Background: an optimization exercise with open tools, aiming at small area. Do not read the settings as production practice.
Function was checked by simulation only, so behaviour that the tests miss may differ from the original.
No activity file was given, so power comes from the tool's default toggle rates. No driver is modelled on the clock port, so clocking that relies on it looks cheaper here than on a real chip.

== build 57 ==
## viterbi_top
module viterbi_top(input clk, input reset, input clk_enable, input [31:0] encoded, output [15:0] Out);
For scale: ~2300 flip-flops, about 51 I/O pins, ~110000 sq um of cells after synthesis.
export LEC_CHECK = 0
export CAP_MARGIN = 20
export CORE_MARGIN = 2
export CORE_UTILIZATION = 60
export CTS_BUF_LIST = sky130_fd_sc_hd__clkbuf_8
export CTS_CLUSTER_SIZE = 30
export GPL_TIMING_DRIVEN = 0
export SLEW_MARGIN = 20
create_clock -name core_clock -period 5.0 [get_ports {clk}]
standard.sh (not shown) runs the stock make flow with config.mk's settings and CLKGATE_MAP_FILE= SYNTH_SCRIPT=/design/flow/synth_recipe.tcl, a recipe that flattens the netlist after the stock synthesis.
==> flow/flow/run.sh <==
#!/bin/bash
# Own layout flow: the standard flow, with two changes after the standard
# synthesis: the buffers that ABC inserted during synthesis are removed at
# floorplan (the placer's repair re-buffers where needed), and the clock tree
# is built without dummy balancing loads and with larger sink clusters.
set -euo pipefail
bash standard.sh synth > synth.log 2>&1
bash standard.sh REMOVE_ABC_BUFFERS=1 \
  "CTS_ARGS=-sink_clustering_enable -repair_clock_nets -dont_use_dummy_load -buf_list sky130_fd_sc_hd__clkbuf_8 -sink_clustering_size 30" \
  finish > layout.log 2>&1
Build 57 ended with every stage complete and zero timing, DRC or antenna violations.
Setup changes, build 57 to build 58
==> flow/run.sh (new file) <==
#!/bin/bash
# synth_recipe.tcl (not shown) runs the flow's synth.tcl, then flattens the netlist and writes it again
# the make line also repeats each setting of config.mk as NAME=value (left out here)
make -C /OpenROAD-flow-scripts/flow DESIGN_CONFIG=/design/flow/config.mk WORK_HOME=/design/flow/orfs CLKGATE_MAP_FILE= SYNTH_SCRIPT=/design/flow/synth_recipe.tcl finish
removed: flow/flow/run.sh
removed: flow/standard.sh
Results
- Comparing build 58 and build 57, the higher logic depth of the worst register-to-register path was measured on build 58.
- Build 58 closes out successfully: all stages finished, all timing, DRC and antenna checks passed.
- Against build 57, build 58 comes in 0.33 points lower on proportion of layout cells with a drive suffix above 1.
- Comparing build 58 and build 57, the lower area added between synthesis and finish was measured on build 57.
- Against build 57 as the reference, build 58 delivers a higher time the final worst path needs with I/O delays and setup.
- Build 58 ends up with a worst setup slack that is 0.13 ns lower than in build 57.
- When build 58 is measured against build 57, its number of standard cells in the layout, taps in and fillers out turns out 839 higher.
- Critical path depth: build 58 vs build 57 down 2
- Build 58 vs. build 57: total non-filler cell area in the finished layout moved up, total of plain and repair buffers excluding clock buffers picked up an extra 270%, post-layout total power rose by 6.5%.
- For placed wire-length estimate, dividing the value from build 57 by the value from build 58 gives 0.79.
Edits applied to the flow inputs when going from build 58 to build 41:
- swapping 20 for 5 in CAP_MARGIN
- swapping 20 for 5 in SLEW_MARGIN
- clearing CTS_BUF_LIST, which used to be sky130_fd_sc_hd__clkbuf_8
- clearing CTS_CLUSTER_SIZE, which used to be 30
==> flow/flow/run.sh (new file) <==
#!/bin/bash
# Own layout flow: the standard flow, with two changes after the standard
# synthesis: the buffers that ABC inserted during synthesis are removed at
# floorplan (the placer's repair re-buffers where needed), and the clock tree
# is built without dummy balancing loads and with larger sink clusters.
set -euo pipefail
bash standard.sh synth > synth.log 2>&1
bash standard.sh REMOVE_ABC_BUFFERS=1 \
  "CTS_ARGS=-sink_clustering_enable -repair_clock_nets -dont_use_dummy_load -buf_list sky130_fd_sc_hd__clkbuf_16 -sink_clustering_size 28 -sink_clustering_max_diameter 150" \
  finish > layout.log 2>&1
==> flow/standard.sh (new file) <==
#!/bin/bash
# synth_recipe.tcl (not shown) runs the flow's synth.tcl, then flattens the netlist and writes it again
# the make line also repeats each setting of config.mk as NAME=value (left out here)
make -C /OpenROAD-flow-scripts/flow DESIGN_CONFIG=/design/flow/config.mk WORK_HOME=/design/flow/orfs CLKGATE_MAP_FILE= SYNTH_SCRIPT=/design/flow/synth_recipe.tcl "${@:-finish}"
removed: flow/run.sh
## What came out
- Delta (build 41 minus build 58): post-route clock period utilization went down 1.2 points; area added between synthesis and finish decreased 4.3 points.
- Worst hold margin (build 41 over build 58): increase, 0.0094 ns
- | met2 wire length | higher: build 58 |
- First-pass GRT wire length for build 41 is lower than for build 58.
- Build 58 → build 41: internal power of the cells -4.9 mW, maximum clock rate went up 2.7 MHz, simple-gate share of the synthesized area held.

## what the ideal ports hide
No port has a modelled driver above. Below, the same layouts with a new extraction and two added sets of constraints.
Step 1 (the two cells are an assumption about what drives the block):
set clk [get_ports {clk}]
set_driving_cell -lib_cell sky130_fd_sc_hd__clkbuf_16 $clk
set_driving_cell -lib_cell sky130_fd_sc_hd__buf_2 [delete_from_list [all_inputs] $clk]
Step 2 also shifts input and output timing later by t, the mid clock arrival at the registers, as if the neighbouring blocks saw the same clock.
Slacks: ideal / step 1 / step 2; pairs: ideal / step 1.
| run | t (ns) | setup WS [ns] | clock arrival spread, ns | slew at the worst register clock pin (ns) | worst slew at a driven data input, ns |
|---|---|---|---|---|---|
| build 57 | 1.087 | 0.349 / 0.349 / 0.349 | 0.104 / 0.104 | 0.07 / 0.07 | 0.09 |
| build 58 | 1.154 | 0.218 / 0.126 / -0.760 | 0.095 / 0.094 | 0.08 / 0.08 | 0.16 |
| build 41 | 0.835 | 0.278 / 0.278 / 0.016 | 0.101 / 0.101 | 0.12 / 0.12 | 0.10 |
Met with ideal ports but missed after step 2: setup timing in build 58. For build 58, which loses most, drivers alone change the setup slack by -0.092 ns; drivers and shift together by -0.978 ns.
